This is an optimization exercise on Yosys and OpenROAD, whose aim is small area, not a production implementation. In this exercise RTL edits were held to simulation tests only and were not proved equivalent to the original. The clock port is modelled as an ideal driver, which makes a skipped or thinned clock tree look cheaper than it is; a real chip needs a root buffer or a tree. Power is estimated from default activity; no workload was simulated.

==> v16 <==
==> flow/design.v <==
module Signal_generator(
CLOCK_50,
rst,
data,
signal	);
input CLOCK_50;
input rst;
input [7:0] data;
output [15:0] signal;
reg [15:0] signal;
reg [7:0] nb_count;    
reg [3:0] bit_ctl;     
reg [7:0] sinAddr;
wire idle = bit_ctl[3];
wire bit_val = data[bit_ctl[2:0]];
wire slot_end = &nb_count;
wire [7:0] nb_next = nb_count + 8'd1;
wire z = rst | idle;
wire [6:0] q = sinAddr[6:0];
wire [6:0] below;      
assign below[0] = 1'b0;
genvar j;
generate for (j = 1; j < 7; j = j + 1) begin : g_below
	assign below[j] = below[j-1] | q[j-1];
end endgenerate
wire [6:0] kf = {q[6] & ~below[6], q[5:0] ^ ({6{q[6]}} & below[5:0])};
wire [6:0] k = kf & {7{~z}};
wire h = sinAddr[7] & ~z;
reg [14:0] s;
always @(*)
	begin
	case (k)
		7'd0: s = 15'd0;
		7'd1: s = 15'd804;
		7'd2: s = 15'd1608;
		7'd3: s = 15'd2411;
		7'd4: s = 15'd3212;
		7'd5: s = 15'd4011;
		7'd6: s = 15'd4808;
		7'd7: s = 15'd5602;
		7'd8: s = 15'd6393;
		7'd9: s = 15'd7180;
		7'd10: s = 15'd7962;
		7'd11: s = 15'd8740;
		7'd12: s = 15'd9512;
		7'd13: s = 15'd10279;
		7'd14: s = 15'd11039;
		7'd15: s = 15'd11793;
		7'd16: s = 15'd12540;
		7'd17: s = 15'd13279;
		7'd18: s = 15'd14010;
		7'd19: s = 15'd14733;
		7'd20: s = 15'd15447;
		7'd21: s = 15'd16151;
		7'd22: s = 15'd16846;
		7'd23: s = 15'd17531;
		7'd24: s = 15'd18205;
		7'd25: s = 15'd18868;
		7'd26: s = 15'd19520;
		7'd27: s = 15'd20160;
		7'd28: s = 15'd20788;
		7'd29: s = 15'd21403;
		7'd30: s = 15'd22006;
		7'd31: s = 15'd22595;
		7'd32: s = 15'd23170;
		7'd33: s = 15'd23732;
		7'd34: s = 15'd24279;
		7'd35: s = 15'd24812;
		7'd36: s = 15'd25330;
		7'd37: s = 15'd25833;
		7'd38: s = 15'd26320;
		7'd39: s = 15'd26791;
		7'd40: s = 15'd27246;
		7'd41: s = 15'd27684;
		7'd42: s = 15'd28106;
		7'd43: s = 15'd28511;
		7'd44: s = 15'd28899;
		7'd45: s = 15'd29269;
		7'd46: s = 15'd29622;
		7'd47: s = 15'd29957;
		7'd48: s = 15'd30274;
		7'd49: s = 15'd30572;
		7'd50: s = 15'd30853;
		7'd51: s = 15'd31114;
		7'd52: s = 15'd31357;
		7'd53: s = 15'd31581;
		7'd54: s = 15'd31786;
		7'd55: s = 15'd31972;
		7'd56: s = 15'd32138;
		7'd57: s = 15'd32286;
		7'd58: s = 15'd32413;
		7'd59: s = 15'd32522;
		7'd60: s = 15'd32610;
		7'd61: s = 15'd32679;
		7'd62: s = 15'd32729;
		7'd63: s = 15'd32758;
		7'd64: s = 15'd32767;
		default: s = 15'bx;
	endcase
	end
wire k26_27 = (k[6:1] == 6'd13);
wire c7 = |k;
wire c5 = c7 & ~k26_27;
wire c4 = c5 & (k != 7'd38);
wire c3 = c4 & (k != 7'd2) & (k != 7'd6) & (k != 7'd12);
wire c2 = s[0] | s[1];
wire [14:0] flip = {{8{h & c7}}, h & c5, h & c5, h & c4, h & c3, h & c2, h & s[0], 1'b0};
wire [15:0] sine = {~(h & c7), (s ^ flip) & {14'h3fff, ~(h & k[6])}};
always @(posedge CLOCK_50)
begin
signal <= sine;
if (rst)
	begin
	nb_count <= 8'd0;
	bit_ctl <= 4'd0;
	sinAddr <= 8'd0;
	end
else
	begin
	nb_count <= nb_next;
	if (slot_end)
		bit_ctl <= idle ? 4'd0 : bit_ctl + 4'd1;
	if (!idle)
		sinAddr <= sinAddr + (bit_val ? 8'd1 : 8'd2);
	end
end
endmodule
==> flow/flow/run.sh <==
#!/bin/bash
# Own flow: the standard flow (standard.sh), with two changes:
#  - synthesis uses flow/abc.script (a deepsyn-based ABC script) instead of
#    ORFS's area script, with no adder extraction; it is run for several
#    deepsyn seeds and the smallest netlist with enough setup slack is kept;
#  - the port buffers are sky130_fd_sc_hd__buf_1.
# Each tool's output goes to a log file of its own in this folder.
set -euo pipefail
W=$PWD
export PLATFORM_DIR="$FLOW_HOME/platforms/sky130hd"
SEEDS="1 2 3 4 5 6 7 8"
MIN_WNS=1.0e-9

mkdir -p "$W/cand"
for s in $SEEDS; do
  (
    C="$W/cand/s$s"
    rm -rf "$C"; mkdir -p "$C"
    cp -r "$FLOW_HOME/scripts" "$C/scripts_mod"
    sed "s/@SEED@/$s/" "$W/flow/abc.script" > "$C/scripts_mod/abc_area.script"
    bash standard.sh WORK_HOME="$C/orfs" SCRIPTS_DIR="$C/scripts_mod" ADDER_MAP_FILE= NUM_CORES=1 synth > "$W/synth_s$s.log" 2>&1 || true
  ) &
done
wait

best=""; best_area=""
for s in $SEEDS; do
  NET="$W/cand/s$s/orfs/results/sky130hd/Signal_generator/base/1_2_yosys.v"
  [[ -f "$NET" ]] || continue
  area=$(grep -A3 "Chip area" "$W/cand/s$s/orfs/reports/sky130hd/Signal_generator/base/synth_stat.txt" | grep -o "Chip area for module[^:]*: [0-9.]*" | awk '{print $NF}' | head -1)
  CAND_NETLIST="$NET" openroad -no_init -exit "$W/flow/sta.tcl" > "$W/sta_s$s.log" 2>&1 || true
  wns=$(grep "^CAND_WNS" "$W/sta_s$s.log" | awk '{print $2}')
  echo "seed $s area $area wns $wns" >> "$W/candidates.log"
  [[ -n "$area" && -n "$wns" ]] || continue
  if python3 -c "import sys; sys.exit(0 if float('$wns') >= $MIN_WNS else 1)"; then
    if [[ -z "$best" ]] || python3 -c "import sys; sys.exit(0 if float('$area') < float('$best_area') else 1)"; then
      best=$s; best_area=$area
    fi
  fi
done
[[ -n "$best" ]] || best=1
echo "chosen seed $best area $best_area" >> "$W/candidates.log"

rm -rf "$W/scripts_mod"
cp -r "$FLOW_HOME/scripts" "$W/scripts_mod"
sed "s/@SEED@/$best/" "$W/flow/abc.script" > "$W/scripts_mod/abc_area.script"
bash standard.sh SCRIPTS_DIR="$W/scripts_mod" ADDER_MAP_FILE= synth > "$W/synth.log" 2>&1
rm -rf "$W/cand"
bash standard.sh BUFFER_PORTS_ARGS="-buffer_cell sky130_fd_sc_hd__buf_1" > "$W/layout.log" 2>&1
==> flow/flow/abc.script <==
strash
&get -n
&deepsyn -J 100 -S @SEED@
&nf -p -R 100
&put
==> flow/flow/sta.tcl <==
# Pre-layout setup slack of a synthesized netlist (no wires), for choosing among candidates.
read_lef $::env(PLATFORM_DIR)/lef/sky130_fd_sc_hd.tlef
read_lef $::env(PLATFORM_DIR)/lef/sky130_fd_sc_hd_merged.lef
read_liberty $::env(PLATFORM_DIR)/lib/sky130_fd_sc_hd__tt_025C_1v80.lib
read_verilog $::env(CAND_NETLIST)
link_design $::env(FLOW_TOP)
read_sdc $::env(FLOW_SDC)
puts "CAND_WNS [sta::worst_slack_cmd max]"
==> flow/standard.sh <==
#!/bin/bash
# synth_recipe.tcl (not shown) runs the flow's synth.tcl, then flattens the netlist and writes it again
# the make line also repeats each setting of config.mk as NAME=value (left out here)
make -C /OpenROAD-flow-scripts/flow DESIGN_CONFIG=/design/flow/config.mk WORK_HOME=/design/flow/orfs CLKGATE_MAP_FILE= SYNTH_SCRIPT=/design/flow/synth_recipe.tcl "${@:-finish}"
==> flow/config.mk <==
export PLATFORM = sky130hd
export DESIGN_NAME = Signal_generator
export DESIGN_NICKNAME = Signal_generator
export VERILOG_FILES = /design/flow/design.v
export SDC_FILE = /design/flow/constraint.sdc
export NUM_CORES = 8
export LEC_CHECK = 0
export ABC_AREA = 1
export CAP_MARGIN = 20
export CORE_MARGIN = 2
export CORE_UTILIZATION = 60
export GPL_TIMING_DRIVEN = 0
export PLACE_DENSITY = 0.7
export SLEW_MARGIN = 20
==> flow/constraint.sdc <==
create_clock -name core_clock -period 5.0 [get_ports {CLOCK_50}]
set_input_delay 1.0000 -clock core_clock [delete_from_list [all_inputs] [get_ports {CLOCK_50}]]
set_output_delay 1.0000 -clock core_clock [all_outputs]
set_load 0.01 [all_outputs]
==> v2: changes against v16 <==
--- a/flow/flow/run.sh
+++ b/flow/flow/run.sh
@@ -5,3 +5,5 @@
 #    deepsyn seeds and the smallest netlist with enough setup slack is kept;
-#  - the port buffers are sky130_fd_sc_hd__buf_1.
+#  - the port buffers are sky130_fd_sc_hd__buf_1;
+#  - clock distribution is one clock buffer driving all registers
+#    (flow/clock_buffer.tcl, run in place of TritonCTS in ORFS's cts step).
 # Each tool's output goes to a log file of its own in this folder.
@@ -48,2 +50,10 @@
 rm -rf "$W/cand"
-bash standard.sh BUFFER_PORTS_ARGS="-buffer_cell sky130_fd_sc_hd__buf_1" > "$W/layout.log" 2>&1
+PORTBUF="-buffer_cell sky130_fd_sc_hd__buf_1"
+export CLOCK_BUFFER_CELL=${CLOCK_BUFFER_CELL:-sky130_fd_sc_hd__clkbuf_16} CLOCK_BUFFER_GROUPS=${CLOCK_BUFFER_GROUPS:-1}
+bash standard.sh BUFFER_PORTS_ARGS="$PORTBUF" place > "$W/place.log" 2>&1
+rm -rf "$W/scripts_cts"
+cp -r "$FLOW_HOME/scripts" "$W/scripts_cts"
+sed -i "s#^log_cmd clock_tree_synthesis .*#source $W/flow/clock_buffer.tcl#" "$W/scripts_cts/cts.tcl"
+grep -q "flow/clock_buffer.tcl" "$W/scripts_cts/cts.tcl"
+bash standard.sh BUFFER_PORTS_ARGS="$PORTBUF" SCRIPTS_DIR="$W/scripts_cts" cts > "$W/cts.log" 2>&1
+bash standard.sh BUFFER_PORTS_ARGS="$PORTBUF" > "$W/layout.log" 2>&1
==> flow/flow/clock_buffer.tcl (new file) <==
# Clock distribution in place of TritonCTS: the register clock pins are split
# into CLOCK_BUFFER_GROUPS groups by position (bisection along x, then y), and
# one clock buffer (CLOCK_BUFFER_CELL), placed at its group's centroid, drives
# each group. The clock port drives only these buffers.
set block [ord::get_db_block]
set db [ord::get_db]
set clk_port [lindex [get_property [lindex [all_clocks] 0] sources] 0]
set clk_net [$block findNet [get_full_name $clk_port]]
set cell sky130_fd_sc_hd__clkbuf_16
if {[info exists ::env(CLOCK_BUFFER_CELL)]} { set cell $::env(CLOCK_BUFFER_CELL) }
set ngroups 1
if {[info exists ::env(CLOCK_BUFFER_GROUPS)]} { set ngroups $::env(CLOCK_BUFFER_GROUPS) }
set master [$db findMaster $cell]

# sinks as {iterm x y}
set sinks {}
foreach it [$clk_net getITerms] {
  set box [[$it getInst] getBBox]
  lappend sinks [list $it [expr {([$box xMin] + [$box xMax]) / 2}] [expr {([$box yMin] + [$box yMax]) / 2}]]
}

# split a list of sinks into n groups: bisect along x at depth 0, y at depth 1, ...
proc split_sinks {sinks n depth} {
  if {$n <= 1} { return [list $sinks] }
  set idx [expr {$depth % 2 == 0 ? 1 : 2}]
  set sorted [lsort -integer -index $idx $sinks]
  set n1 [expr {$n / 2}]
  set cut [expr {[llength $sorted] * $n1 / $n}]
  set a [lrange $sorted 0 [expr {$cut - 1}]]
  set b [lrange $sorted $cut end]
  return [concat [split_sinks $a $n1 [expr {$depth + 1}]] [split_sinks $b [expr {$n - $n1}] [expr {$depth + 1}]]]
}

set g 0
foreach group [split_sinks $sinks $ngroups 0] {
  set n [llength $group]
  if {$n == 0} { continue }
  set sx 0
  set sy 0
  foreach s $group {
    set sx [expr {$sx + [lindex $s 1]}]
    set sy [expr {$sy + [lindex $s 2]}]
  }
  set name [$clk_net getName]
  set buf [odb::dbInst_create $block $master clkbuf_${g}_$name]
  set net [odb::dbNet_create $block clknet_${g}_$name]
  $net setSigType CLOCK
  foreach s $group {
    set it [lindex $s 0]
    $it disconnect
    $it connect $net
  }
  [$buf findITerm A] connect $clk_net
  [$buf findITerm X] connect $net
  $buf setLocation [expr {$sx / $n}] [expr {$sy / $n}]
  $buf setPlacementStatus PLACED
  puts "clock_buffer: $cell $g drives $n clock sinks"
  incr g
}
global_connect
set_propagated_clock [all_clocks]
--- a/flow/config.mk
+++ b/flow/config.mk
@@ -10,5 +10,5 @@
 export CORE_MARGIN = 2
-export CORE_UTILIZATION = 60
+export CORE_UTILIZATION = 65
 export GPL_TIMING_DRIVEN = 0
-export PLACE_DENSITY = 0.7
+export PLACE_DENSITY = 0.75
 export SLEW_MARGIN = 20
==> v36: changes against v16 <==
==> flow/design.v, changed modules only <==
module Signal_generator(
CLOCK_50,
rst,
data,
signal	);
input CLOCK_50;
input rst;
input [7:0] data;
output [15:0] signal;
reg [15:0] signal;
reg [7:0] nb_count;    
reg [3:0] bit_ctl;     
reg [7:0] sinAddr;
wire idle = bit_ctl[3];
wire bit_val = data[bit_ctl[2:0]];
wire half = sinAddr[7];
wire [6:0] q = sinAddr[6:0];
wire [6:0] k = q[6] ? (7'd0 - q) : q;
reg [14:0] s;
always @(*)
	begin
	case (k)
		7'd0: s = 15'd0;
		7'd1: s = 15'd804;
		7'd2: s = 15'd1608;
		7'd3: s = 15'd2411;
		7'd4: s = 15'd3212;
		7'd5: s = 15'd4011;
		7'd6: s = 15'd4808;
		7'd7: s = 15'd5602;
		7'd8: s = 15'd6393;
		7'd9: s = 15'd7180;
		7'd10: s = 15'd7962;
		7'd11: s = 15'd8740;
		7'd12: s = 15'd9512;
		7'd13: s = 15'd10279;
		7'd14: s = 15'd11039;
		7'd15: s = 15'd11793;
		7'd16: s = 15'd12540;
		7'd17: s = 15'd13279;
		7'd18: s = 15'd14010;
		7'd19: s = 15'd14733;
		7'd20: s = 15'd15447;
		7'd21: s = 15'd16151;
		7'd22: s = 15'd16846;
		7'd23: s = 15'd17531;
		7'd24: s = 15'd18205;
		7'd25: s = 15'd18868;
		7'd26: s = 15'd19520;
		7'd27: s = 15'd20160;
		7'd28: s = 15'd20788;
		7'd29: s = 15'd21403;
		7'd30: s = 15'd22006;
		7'd31: s = 15'd22595;
		7'd32: s = 15'd23170;
		7'd33: s = 15'd23732;
		7'd34: s = 15'd24279;
		7'd35: s = 15'd24812;
		7'd36: s = 15'd25330;
		7'd37: s = 15'd25833;
		7'd38: s = 15'd26320;
		7'd39: s = 15'd26791;
		7'd40: s = 15'd27246;
		7'd41: s = 15'd27684;
		7'd42: s = 15'd28106;
		7'd43: s = 15'd28511;
		7'd44: s = 15'd28899;
		7'd45: s = 15'd29269;
		7'd46: s = 15'd29622;
		7'd47: s = 15'd29957;
		7'd48: s = 15'd30274;
		7'd49: s = 15'd30572;
		7'd50: s = 15'd30853;
		7'd51: s = 15'd31114;
		7'd52: s = 15'd31357;
		7'd53: s = 15'd31581;
		7'd54: s = 15'd31786;
		7'd55: s = 15'd31972;
		7'd56: s = 15'd32138;
		7'd57: s = 15'd32286;
		7'd58: s = 15'd32413;
		7'd59: s = 15'd32522;
		7'd60: s = 15'd32610;
		7'd61: s = 15'd32679;
		7'd62: s = 15'd32729;
		7'd63: s = 15'd32758;
		7'd64: s = 15'd32767;
		default: s = 15'bx;
	endcase
	end
wire [15:0] sine = half ? ((k == 7'd64) ? 16'd0 : (16'd32768 - {1'b0, s})) : {1'b1, s};
always @(posedge CLOCK_50)
begin
if (rst)
	begin
	nb_count <= 8'd0;
	bit_ctl <= 4'd0;
	sinAddr <= 8'd0;
	signal <= 16'd32768;
	end
else
	begin
	nb_count <= nb_count + 8'd1;
	if (&nb_count)
		bit_ctl <= idle ? 4'd0 : bit_ctl + 4'd1;
	if (idle)
		signal <= 16'd32768;
	else
		begin
		signal <= sine;
		sinAddr <= sinAddr + (bit_val ? 8'd1 : 8'd2);
		end
	end
end
endmodule
==> flow/run.sh (new file) <==
#!/bin/bash
# synth_recipe.tcl (not shown) runs the flow's synth.tcl, then flattens the netlist and writes it again
# the make line also repeats each setting of config.mk as NAME=value (left out here)
make -C /OpenROAD-flow-scripts/flow DESIGN_CONFIG=/design/flow/config.mk WORK_HOME=/design/flow/orfs CLKGATE_MAP_FILE= SYNTH_SCRIPT=/design/flow/synth_recipe.tcl finish
--- a/flow/config.mk
+++ b/flow/config.mk
@@ -11,3 +11,2 @@
 export CORE_UTILIZATION = 60
-export GPL_TIMING_DRIVEN = 0
 export PLACE_DENSITY = 0.7
removed: flow/flow/run.sh
removed: flow/flow/abc.script
removed: flow/flow/sta.tcl
removed: flow/standard.sh
==> comparison <==
Between v16 and v36, the lower final area is in v16 (gap 34%, measured against v36).
In v16 the via count is lower than in v36, by about 37%.
In v36 the clock power is higher than in v2, by 150%.
The highest clock skew belongs to v36, the lowest to v2.
==> figures <==
	v2	v16	v36
Outcome	timing/DRC/antenna clean	timing/DRC/antenna clean	timing/DRC/antenna clean
Net Switching	0.000158 W	0.000203 W	0.000443 W
Clock latency on the worst-skew pair	0.18 ns	0.30 ns	0.30 ns
Fillcell total	267	318	532
Crit. path cell count	11	11	19
Placeable core region	0.00331 mm²	0.00361 mm²	0.00554 mm²
Post-DR vias/cell	6.83	6.88	6.03
Reg power frac	58.1%	48.6%	29.9%
Max transition margin	32.0%	32.1%	43.8%
Total via count after detailed routing	2580	2669	4214
The clock cells of v2 come from the design's own scripts or RTL, not from TritonCTS.

==> separate check: timing with driven ports <==
No port has a modelled driver above. Below, the same layouts with a new extraction and two added sets of constraints.
Step 1: set_driving_cell puts a clkbuf_16 on CLOCK_50 and a buf_2 on each other input, an assumption about the parent block.
Step 2 also shifts input and output timing later by t, the mid clock arrival at the registers, as if the neighbouring blocks saw the same clock.
Three values: ideal, step 1, step 2; two values: the first two.
run	shift t [ns]	slack for setup (ns)	worst slew at a driven data input, ns	cell pins on the clock port's net
v16	0.326	0.443 / 0.449 / 0.123	0.03	1
v2	0.210	0.237 / 0.237 / 0.027	0.04	1
v36	0.325	0.878 / 0.878 / 0.878	0.04	1
After both steps setup and hold are still met in every run listed. For v16, which loses most, drivers alone change the setup slack by +0.006 ns; drivers and shift together by -0.320 ns.
